Background: an optimization exercise with open tools, aiming at small area and a short achievable clock period. Do not read the settings as production practice. In this exercise RTL edits were held to simulation tests only and were not proved equivalent to the original.

// resize_datapath
module resize_datapath (
  clk,
  reset_n,
  enable,
  data_in1,
  data_in2,
  scale,
  data_out
);
For scale: ~1500 cells after synthesis, ~10000 um2 of cells after synthesis.
==> flow/config.mk <==
export PLATFORM = sky130hd
export DESIGN_NAME = resize_datapath
export DESIGN_NICKNAME = resize_datapath
export VERILOG_FILES = /design/flow/design.v
export SDC_FILE = /design/flow/constraint.sdc
export NUM_CORES = 4
export LEC_CHECK = 0
export ABC_AREA = 1
export CAP_MARGIN = 20
export CORE_MARGIN = 2
export CORE_UTILIZATION = 65
export PLACE_DENSITY = 0.8
export SETUP_SLACK_MARGIN = 5
export SLEW_MARGIN = 20
export SYNTH_HIERARCHICAL = 1
export SYNTH_MINIMUM_KEEP_SIZE = 0
==> flow/constraint.sdc <==
create_clock -name core_clock -period 25.0 [get_ports {clk}]
set_input_delay 5.0000 -clock core_clock [delete_from_list [all_inputs] [get_ports {clk}]]
set_output_delay 5.0000 -clock core_clock [all_outputs]
set_load 0.01 [all_outputs]
standard.sh (not shown) runs the stock make flow with config.mk's settings and CLKGATE_MAP_FILE= SYNTH_SCRIPT=/design/flow/synth_recipe.tcl, a recipe that flattens the netlist after the stock synthesis.
==> flow/flow/run.sh <==
#!/bin/bash
# Own layout flow:
#  1. the standard synthesis (bash standard.sh synth);
#  2. the logic between the registers and the full-adder cells is mapped
#     again by ABC for area (registers and full adders kept as they are);
#  3. the standard layout from the floorplan on, except that the delay
#     cells may not be used (so the port buffers are plain buffers); the
#     platform's own don't-use cells stay don't-use.
# Each tool's output goes to a log file of its own here (flow_*.log).
set -euo pipefail
W=$(pwd)
R=$W/orfs/results/$FLOW_PLATFORM/resize_datapath/base
YOSYS=$FLOW_HOME/../tools/install/yosys/bin/yosys
LIB=$FLOW_HOME/platforms/sky130hd/lib/sky130_fd_sc_hd__tt_025C_1v80.lib

bash standard.sh synth > "$W/flow_synth.log" 2>&1
cp "$R/1_2_yosys.v" "$W/standard_1_2_yosys.v"

DL="sky130_fd_sc_hd__clkdlybuf4s15_1 sky130_fd_sc_hd__clkdlybuf4s15_2 sky130_fd_sc_hd__clkdlybuf4s18_1 sky130_fd_sc_hd__clkdlybuf4s18_2 sky130_fd_sc_hd__clkdlybuf4s25_1 sky130_fd_sc_hd__clkdlybuf4s25_2 sky130_fd_sc_hd__clkdlybuf4s50_1 sky130_fd_sc_hd__clkdlybuf4s50_2 sky130_fd_sc_hd__dlygate4sd1_1 sky130_fd_sc_hd__dlygate4sd2_1 sky130_fd_sc_hd__dlygate4sd3_1 sky130_fd_sc_hd__dlymetal6s2s_1 sky130_fd_sc_hd__dlymetal6s4s_1 sky130_fd_sc_hd__dlymetal6s6s_1"
PLAT=$(sed -n '/^export DONT_USE_CELLS/,/^[^ ]/p' "$FLOW_HOME/platforms/sky130hd/config.mk" | grep -o 'sky130_fd_sc_hd__[A-Za-z0-9_]*' | tr '\n' ' ')
DONT_ALL="$DL $PLAT"
# ABC may not use the don't-use cells, nor the multi-output adder cells
ABC_DONT=$(for c in $DONT_ALL sky130_fd_sc_hd__fa_1 sky130_fd_sc_hd__fa_2 sky130_fd_sc_hd__fa_4 sky130_fd_sc_hd__fah_1 sky130_fd_sc_hd__fahcin_1 sky130_fd_sc_hd__fahcon_1 sky130_fd_sc_hd__ha_1 sky130_fd_sc_hd__ha_2 sky130_fd_sc_hd__ha_4; do printf -- "-dont_use $c "; done)
printf 'set_driving_cell sky130_fd_sc_hd__buf_1\nset_load 5\n' > "$W/resyn.constr"
echo 'strash; balance; dch; map -a; topo; stime -c; upsize -c; dnsize -c' > "$W/resyn.abc"
cat > "$W/resyn.ys" <<EOS
read_liberty -ignore_miss_func $LIB
blackbox sky130_fd_sc_hd__fa_1 sky130_fd_sc_hd__fa_2 sky130_fd_sc_hd__fa_4 sky130_fd_sc_hd__dfrtp_1 sky130_fd_sc_hd__dfrtp_2 sky130_fd_sc_hd__dfrtp_4
read_verilog $W/standard_1_2_yosys.v
hierarchy -top $FLOW_TOP
flatten
opt_clean -purge
abc -liberty $LIB -constr $W/resyn.constr -script $W/resyn.abc $ABC_DONT
opt_clean -purge
hilomap -singleton -hicell sky130_fd_sc_hd__conb_1 HI -locell sky130_fd_sc_hd__conb_1 LO
splitnets
opt_clean -purge
write_verilog -noattr -nohex -nodec $W/resyn.v
EOS
"$YOSYS" -s "$W/resyn.ys" > "$W/flow_resyn.log" 2>&1
# read the new netlist back on its own and check it
"$YOSYS" -p "read_liberty -lib $LIB; read_verilog $W/resyn.v; hierarchy -check -top $FLOW_TOP; check -assert -mapped; stat -liberty $LIB" > "$W/flow_resyn_check.log" 2>&1
cp "$W/resyn.v" "$R/1_2_yosys.v"
touch "$R/1_2_yosys.v"

bash standard.sh "DONT_USE_CELLS=$DONT_ALL" SETUP_SLACK_MARGIN=7.5 RECOVER_POWER=100 finish > "$W/flow_finish.log" 2>&1
The starting point finished clean.
Edit:
--- a/flow/flow/run.sh
+++ b/flow/flow/run.sh
@@ -46 +46 @@
-bash standard.sh "DONT_USE_CELLS=$DONT_ALL" SETUP_SLACK_MARGIN=7.5 RECOVER_POWER=100 finish > "$W/flow_finish.log" 2>&1
+bash standard.sh "DONT_USE_CELLS=$DONT_ALL" SETUP_SLACK_MARGIN=8 finish > "$W/flow_finish.log" 2>&1
What happened: Wire length goes up by 2.4%. Non-clock buffer count grows by 21. Clock-buffer cell count does not change. Via count climbs by 1.1%. Setup slack improved by 940 ps. Design area rose by 3.2%. Area after synthesis stays the same. Core utilization rises by 2.3 points.
Edit:
--- a/flow/flow/run.sh
+++ b/flow/flow/run.sh
@@ -46 +46 @@
-bash standard.sh "DONT_USE_CELLS=$DONT_ALL" SETUP_SLACK_MARGIN=8 finish > "$W/flow_finish.log" 2>&1
+bash standard.sh "DONT_USE_CELLS=$DONT_ALL" SETUP_SLACK_MARGIN=7.5 finish > "$W/flow_finish.log" 2>&1
CORE_UTILIZATION = 55   (was 65)
PLACE_DENSITY = 0.7   (was 0.8)
=> Synthesized area is unchanged. Clock skew is unchanged. First-iteration DRC count increases by 19%. Final area decreases by 2.4%. Setup slack degrades by 170 ps.
Edit:
--- a/flow/flow/run.sh
+++ b/flow/flow/run.sh
@@ -46 +46 @@
-bash standard.sh "DONT_USE_CELLS=$DONT_ALL" SETUP_SLACK_MARGIN=7.5 finish > "$W/flow_finish.log" 2>&1
+bash standard.sh "DONT_USE_CELLS=$DONT_ALL" SETUP_SLACK_MARGIN=7 finish > "$W/flow_finish.log" 2>&1
CORE_UTILIZATION = 65   (was 55)
PLACE_DENSITY = 0.8   (was 0.7)
Effect: Non-clock buffer count is lower by 18; final cell count came out lower by 2.1%; die area came out lower by 15%; first-iteration DRC count decreases by 9.3%; setup slack got worse by 400 ps; fmax goes down by 2.3%; critical path depth goes up by 3.


resize_datapath again, from the RTL that the note above started with.
==> flow/design.v (excerpt) <==
module resize_datapath (
  clk,
  reset_n,
  enable,
  data_in1,
  data_in2,
  scale,
  data_out
);
  input wire [15:0] data_in1, data_in2, scale;
  input wire clk, reset_n, enable;
  output reg [15:0] data_out;
  wire [15:0] fsum;
  wire        z1, s1, h1, z2, s2, h2;
  wire [4:0]  p1, p2;
  wire [9:0]  q1, q2;
  wire [9:0] sx;
  wire [4:0] se;
  wire       zs;
  Multiply           m1 (.a(data_in2), .b(scale), .z(z1), .s(s1), .ep(p1), .h(h1), .m(q1));
  sub_float          sf (.b(scale[14:0]), .x(sx), .se(se), .zs(zs));   
  Multiply_one_minus m2 (.a(data_in1), .x(sx), .se(se), .zs(zs),
                         .z(z2), .s(s2), .ep(p2), .h(h2), .m(q2));
  add_float          af (.za(z1), .sa(s1), .pa(p1), .ha(h1), .ma(q1),
                         .zb(z2), .sb(s2), .pb(p2), .hb(h2), .mb(q2), .c(fsum));
  always @(posedge clk or negedge reset_n) begin
    if (~reset_n)
      data_out <= 16'd0;
    else if (enable)
      data_out <= fsum;
  end
endmodule
==> flow/config.mk <==
export PLATFORM = sky130hd
export DESIGN_NAME = resize_datapath
export DESIGN_NICKNAME = resize_datapath
export VERILOG_FILES = /design/flow/design.v
export SDC_FILE = /design/flow/constraint.sdc
export NUM_CORES = 4
export LEC_CHECK = 0
export ABC_AREA = 0
export CAP_MARGIN = 20
export CORE_MARGIN = 2
export CORE_UTILIZATION = 65
export PLACE_DENSITY = 0.8
export SETUP_SLACK_MARGIN = 5
export SLEW_MARGIN = 20
export SYNTH_HIERARCHICAL = 1
export SYNTH_MINIMUM_KEEP_SIZE = 0
==> flow/constraint.sdc <==
create_clock -name core_clock -period 25.0 [get_ports {clk}]
set_input_delay 5.0000 -clock core_clock [delete_from_list [all_inputs] [get_ports {clk}]]
set_output_delay 5.0000 -clock core_clock [all_outputs]
set_load 0.01 [all_outputs]
==> flow/flow/run.sh <==
#!/bin/bash
# Own layout flow:
#  1. the standard synthesis (bash standard.sh synth);
#  2. the logic between the registers and the full-adder cells is mapped
#     again by ABC for area (registers and full adders kept as they are);
#  3. the standard layout from the floorplan on, except that the delay
#     cells may not be used (so the port buffers are plain buffers); the
#     platform's own don't-use cells stay don't-use.
# Each tool's output goes to a log file of its own here (flow_*.log).
set -euo pipefail
W=$(pwd)
R=$W/orfs/results/$FLOW_PLATFORM/resize_datapath/base
YOSYS=$FLOW_HOME/../tools/install/yosys/bin/yosys
LIB=$FLOW_HOME/platforms/sky130hd/lib/sky130_fd_sc_hd__tt_025C_1v80.lib

bash standard.sh synth > "$W/flow_synth.log" 2>&1
cp "$R/1_2_yosys.v" "$W/standard_1_2_yosys.v"

DL="sky130_fd_sc_hd__clkdlybuf4s15_1 sky130_fd_sc_hd__clkdlybuf4s15_2 sky130_fd_sc_hd__clkdlybuf4s18_1 sky130_fd_sc_hd__clkdlybuf4s18_2 sky130_fd_sc_hd__clkdlybuf4s25_1 sky130_fd_sc_hd__clkdlybuf4s25_2 sky130_fd_sc_hd__clkdlybuf4s50_1 sky130_fd_sc_hd__clkdlybuf4s50_2 sky130_fd_sc_hd__dlygate4sd1_1 sky130_fd_sc_hd__dlygate4sd2_1 sky130_fd_sc_hd__dlygate4sd3_1 sky130_fd_sc_hd__dlymetal6s2s_1 sky130_fd_sc_hd__dlymetal6s4s_1 sky130_fd_sc_hd__dlymetal6s6s_1"
PLAT=$(sed -n '/^export DONT_USE_CELLS/,/^[^ ]/p' "$FLOW_HOME/platforms/sky130hd/config.mk" | grep -o 'sky130_fd_sc_hd__[A-Za-z0-9_]*' | tr '\n' ' ')
DONT_ALL="$DL $PLAT"
# ABC may not use the don't-use cells, nor the multi-output adder cells
ABC_DONT=$(for c in $DONT_ALL sky130_fd_sc_hd__fa_1 sky130_fd_sc_hd__fa_2 sky130_fd_sc_hd__fa_4 sky130_fd_sc_hd__fah_1 sky130_fd_sc_hd__fahcin_1 sky130_fd_sc_hd__fahcon_1 sky130_fd_sc_hd__ha_1 sky130_fd_sc_hd__ha_2 sky130_fd_sc_hd__ha_4; do printf -- "-dont_use $c "; done)
printf 'set_driving_cell sky130_fd_sc_hd__buf_1\nset_load 5\n' > "$W/resyn.constr"
echo 'strash; balance; dch; map -a; topo; stime -c; upsize -c; dnsize -c' > "$W/resyn.abc"
cat > "$W/resyn.ys" <<EOS
read_liberty -ignore_miss_func $LIB
blackbox sky130_fd_sc_hd__fa_1 sky130_fd_sc_hd__fa_2 sky130_fd_sc_hd__fa_4 sky130_fd_sc_hd__dfrtp_1 sky130_fd_sc_hd__dfrtp_2 sky130_fd_sc_hd__dfrtp_4
read_verilog $W/standard_1_2_yosys.v
hierarchy -top $FLOW_TOP
flatten
opt_clean -purge
abc -liberty $LIB -constr $W/resyn.constr -script $W/resyn.abc $ABC_DONT
opt_clean -purge
hilomap -singleton -hicell sky130_fd_sc_hd__conb_1 HI -locell sky130_fd_sc_hd__conb_1 LO
splitnets
opt_clean -purge
write_verilog -noattr -nohex -nodec $W/resyn.v
EOS
"$YOSYS" -s "$W/resyn.ys" > "$W/flow_resyn.log" 2>&1
# read the new netlist back on its own and check it
"$YOSYS" -p "read_liberty -lib $LIB; read_verilog $W/resyn.v; hierarchy -check -top $FLOW_TOP; check -assert -mapped; stat -liberty $LIB" > "$W/flow_resyn_check.log" 2>&1
cp "$W/resyn.v" "$R/1_2_yosys.v"
touch "$R/1_2_yosys.v"

bash standard.sh "DONT_USE_CELLS=$DONT_ALL" SETUP_SLACK_MARGIN=7.5 finish > "$W/flow_finish.log" 2>&1
==> next run, changes <==
--- a/flow/flow/run.sh
+++ b/flow/flow/run.sh
@@ -46 +46 @@
-bash standard.sh "DONT_USE_CELLS=$DONT_ALL" SETUP_SLACK_MARGIN=7.5 finish > "$W/flow_finish.log" 2>&1
+bash standard.sh "DONT_USE_CELLS=$DONT_ALL" SETUP_SLACK_MARGIN=6.5 finish > "$W/flow_finish.log" 2>&1
Settings changed: ABC_AREA 0 to 1, CORE_UTILIZATION 65 to 55, PLACE_DENSITY 0.8 to 0.7.
Effect: The new run produced a clean layout. First-iteration DRC count decreases by a quarter to a third. Count of clock-buffer cells in the layout stays the same. Routed wire length drops by roughly a tenth. Flip-flop and latch count is unchanged. Fmax falls by a few percent.

static timing again, ports no longer ideal:
Ports are ideal in the flow. The routed layouts listed here were re-timed in OpenROAD. Step 1: set_driving_cell puts a clkbuf_16 on clk and a buf_2 on each other input, an assumption about the parent block. Step 2 moves the port delays by t, midway between the first and last clock arrival at a register: inputs arrive t later, outputs are due t later. That takes back most of the time a late clock gives input paths. a / b / c = ideal / step 1 / step 2; a / b = the first two.
run | shift t [ns] | setup slack, ns | latest minus earliest clock arrival (ns)
the first run of note 1 | 0.266 | 7.524 / 7.512 / 7.247 | 0.003 / 0.003
the second run of note 1 | 0.265 | 8.460 / 8.465 / 8.200 | 0.002 / 0.002
the third run of note 1 | 0.270 | 8.290 / 8.294 / 8.024 | 0.006 / 0.006
the fourth run of note 1 | 0.266 | 7.893 / 7.896 / 7.631 | 0.001 / 0.001
the first run of note 2 | 0.275 | 8.060 / 8.066 / 7.791 | 0.004 / 0.004
the second run of note 2 | 0.269 | 7.551 / 7.549 / 7.281 | 0.005 / 0.005
After both steps every run listed still meets setup and hold. For the first run of note 1, which loses most, drivers alone change the setup slack by -0.012 ns; drivers and shift together by -0.277 ns.
